Source: an optimization exercise on an open RTL-to-GDS flow (aim: small area and a short achievable clock period). Production flows keep margins and buffers that such runs may drop.
Function was checked by simulation only, so behaviour that the tests miss may differ from the original.

== try-amber ==
==> flow/design.v (excerpt) <==
module Subsystem
          (clk,
           reset_x,
           clk_enable,
           in1,
           ce_out,
           Out1,
           Out2);
Size in the first run: ~2,300 cells after synthesis, about 40 I/O pins.
clock: 15.0 ns
lec_check: 0
abc_area: 1
cap_margin: 80
core_margin: 2
core_utilization: 40
setup_slack_margin: 5
slew_margin: 90
run.sh (not shown) runs the stock make flow with config.mk's settings and CLKGATE_MAP_FILE= SYNTH_SCRIPT=/design/flow/synth_recipe.tcl, a recipe that flattens the netlist after the stock synthesis.
FAIL try-amber @ global routing (5_1_grt): tool exited with error
Input-level comparison between try-fjord and try-amber:
- SLEW_MARGIN now 70, was 90
- PLACE_DENSITY now 0.7, previously not set
- CAP_MARGIN now 50, was 80
- CORE_UTILIZATION now 65, was 40
## What came out
On worst setup slack after placement: try-fjord sits above try-amber.
try-fjord completed every stage of the flow, and the final layout passed the timing, design-rule and antenna checks.
Comparing try-fjord against try-amber, there is no change at all in synthesized net count.
Cell area after placement of try-fjord falls short of that of try-amber by more than a quarter.
Looking only at starting density of the core, and setting everything else aside, the higher value of try-fjord and try-amber goes to try-fjord.
In the metrics for try-fjord and try-amber, the one carrying the higher count of buffers added by post-CTS timing repair for setup is try-amber.
Any difference in post-synthesis register bit count between try-fjord and try-amber is small enough to ignore.
Comparing try-fjord and try-amber, the higher height of the die is on try-amber.
try-fjord — detailed-placement wirelength estimate about 30% lower, try-amber as reference
Post-cts repair resize count was higher in the run labelled try-amber.
Of try-fjord and try-amber, the lower cell row count belongs to try-fjord.
diff inputs: try-fjord => try-lagoon
- a deleted PLACE_DENSITY that had been 0.7
- a change of CORE_UTILIZATION from 65 to 40
### Flow results
- Summary of try-lagoon over try-fjord: number of diodes added for antenna fixing now sits lower, count of routing violations after the opening detailed-route iteration -1,281.
- From try-fjord to try-lagoon the numbers moved as follows: die area picked up an extra 61%; clock period minus final worst setup slack lost 0.18 ns.
- Compare try-lagoon and try-fjord | number of well taps higher: try-lagoon
- Looking at remaining max-slew budget at the tightest pin across both flows, try-lagoon is the stronger of the two, with try-fjord trailing.
- try-lagoon vs try-fjord: placer congestion estimate down

* * *

Another version of the RTL of Subsystem (not shown whole).
Size: about 2200 cells after synthesis, ~40 I/O pins, about 15000 um2 of cells after synthesis.
==> flow/config.mk <==
export PLATFORM = sky130hd
export DESIGN_NAME = Subsystem
export DESIGN_NICKNAME = Subsystem
export VERILOG_FILES = /design/flow/design.v
export SDC_FILE = /design/flow/constraint.sdc
export NUM_CORES = 4
export LEC_CHECK = 0
export ABC_AREA = 1
export CAP_MARGIN = 40
export CORE_MARGIN = 2
export CORE_UTILIZATION = 50
export SETUP_SLACK_MARGIN = 5
export SLEW_MARGIN = 60
==> flow/constraint.sdc <==
create_clock -name core_clock -period 15.0 [get_ports {clk}]
set_input_delay 3.0000 -clock core_clock [delete_from_list [all_inputs] [get_ports {clk}]]
set_output_delay 3.0000 -clock core_clock [all_outputs]
set_load 0.01 [all_outputs]
Next try:
--- a/flow/config.mk
+++ b/flow/config.mk
@@ -8,6 +8,6 @@
 export ABC_AREA = 1
-export CAP_MARGIN = 40
+export CAP_MARGIN = 50
 export CORE_MARGIN = 2
-export CORE_UTILIZATION = 50
+export CORE_UTILIZATION = 40
 export SETUP_SLACK_MARGIN = 5
-export SLEW_MARGIN = 60
+export SLEW_MARGIN = 70
=>
- The new run passed the timing, design-rule and antenna checks
- flip-flop and latch count stays the same
- final cell count grows by a few percent
- worst hold slack degrades by 0.015 ns
- global-route usage goes down by 4.5 points
- wire length rose by a few percent

* * *

RTL: one of the versions met above, not the one the previous note started from.
Size: ~2300 cells after synthesis, ~74 flip-flops, ~40 I/O pins.
// Subsystem
module Subsystem
          (clk,
           reset_x,
           clk_enable,
           in1,
           ce_out,
           Out1,
           Out2);
make LEC_CHECK=0 ABC_AREA=1 CAP_MARGIN=60 CORE_MARGIN=2 CORE_UTILIZATION=40 SETUP_SLACK_MARGIN=5 SLEW_MARGIN=80 finish   # period 15.0 ns
Then changed:
--- a/flow/config.mk
+++ b/flow/config.mk
@@ -7,7 +7,7 @@
 export LEC_CHECK = 0
 export ABC_AREA = 1
-export CAP_MARGIN = 60
+export CAP_MARGIN = 20
 export CORE_MARGIN = 2
 export CORE_UTILIZATION = 40
 export SETUP_SLACK_MARGIN = 5
-export SLEW_MARGIN = 80
+export SLEW_MARGIN = 20
Result:
- global-route usage goes down by 0.18 points
- register-to-register slack degrades by 0.79 ns
- count of clock-buffer cells in the layout stays the same
- utilization came out lower by 2.8 points
- die area does not change
- cell count drops by 0.54%

[separate check: timing with driven ports]
Ports are ideal in the flow. The routed layouts listed here were re-timed in OpenROAD.
Step 1 (the two cells are an assumption about what drives the block):
set clk [get_ports {clk}]
set_driving_cell -lib_cell sky130_fd_sc_hd__clkbuf_16 $clk
set_driving_cell -lib_cell sky130_fd_sc_hd__buf_2 [delete_from_list [all_inputs] $clk]
Step 2 also shifts input and output timing later by t, the mid clock arrival at the registers, as if the neighbouring blocks saw the same clock.
a / b / c = ideal ports / drivers / drivers and shift; a / b = the first two.
run | shift t [ns] | slack for setup (ns) | latest minus earliest clock arrival (ns) | slew at the worst register clock pin (ns) | cell pins on the clock port's net
try-fjord | 0.398 | 6.658 / 6.658 / 6.658 | 0.022 / 0.021 | 0.08 / 0.08 | 1
try-lagoon | 0.402 | 6.841 / 6.841 / 6.841 | 0.012 / 0.012 | 0.07 / 0.07 | 1
the first run of note 2 | 0.383 | 6.721 / 6.721 / 6.721 | 0.014 / 0.014 | 0.07 / 0.07 | 1
the second run of note 2 | 0.411 | 6.790 / 6.790 / 6.790 | 0.011 / 0.011 | 0.07 / 0.07 | 1
the first run of note 3 | 0.402 | 7.131 / 7.131 / 7.131 | 0.016 / 0.016 | 0.07 / 0.07 | 1
the second run of note 3 | 0.396 | 6.339 / 6.339 / 6.339 | 0.011 / 0.011 | 0.07 / 0.07 | 1
After both steps every run listed still meets setup and hold.
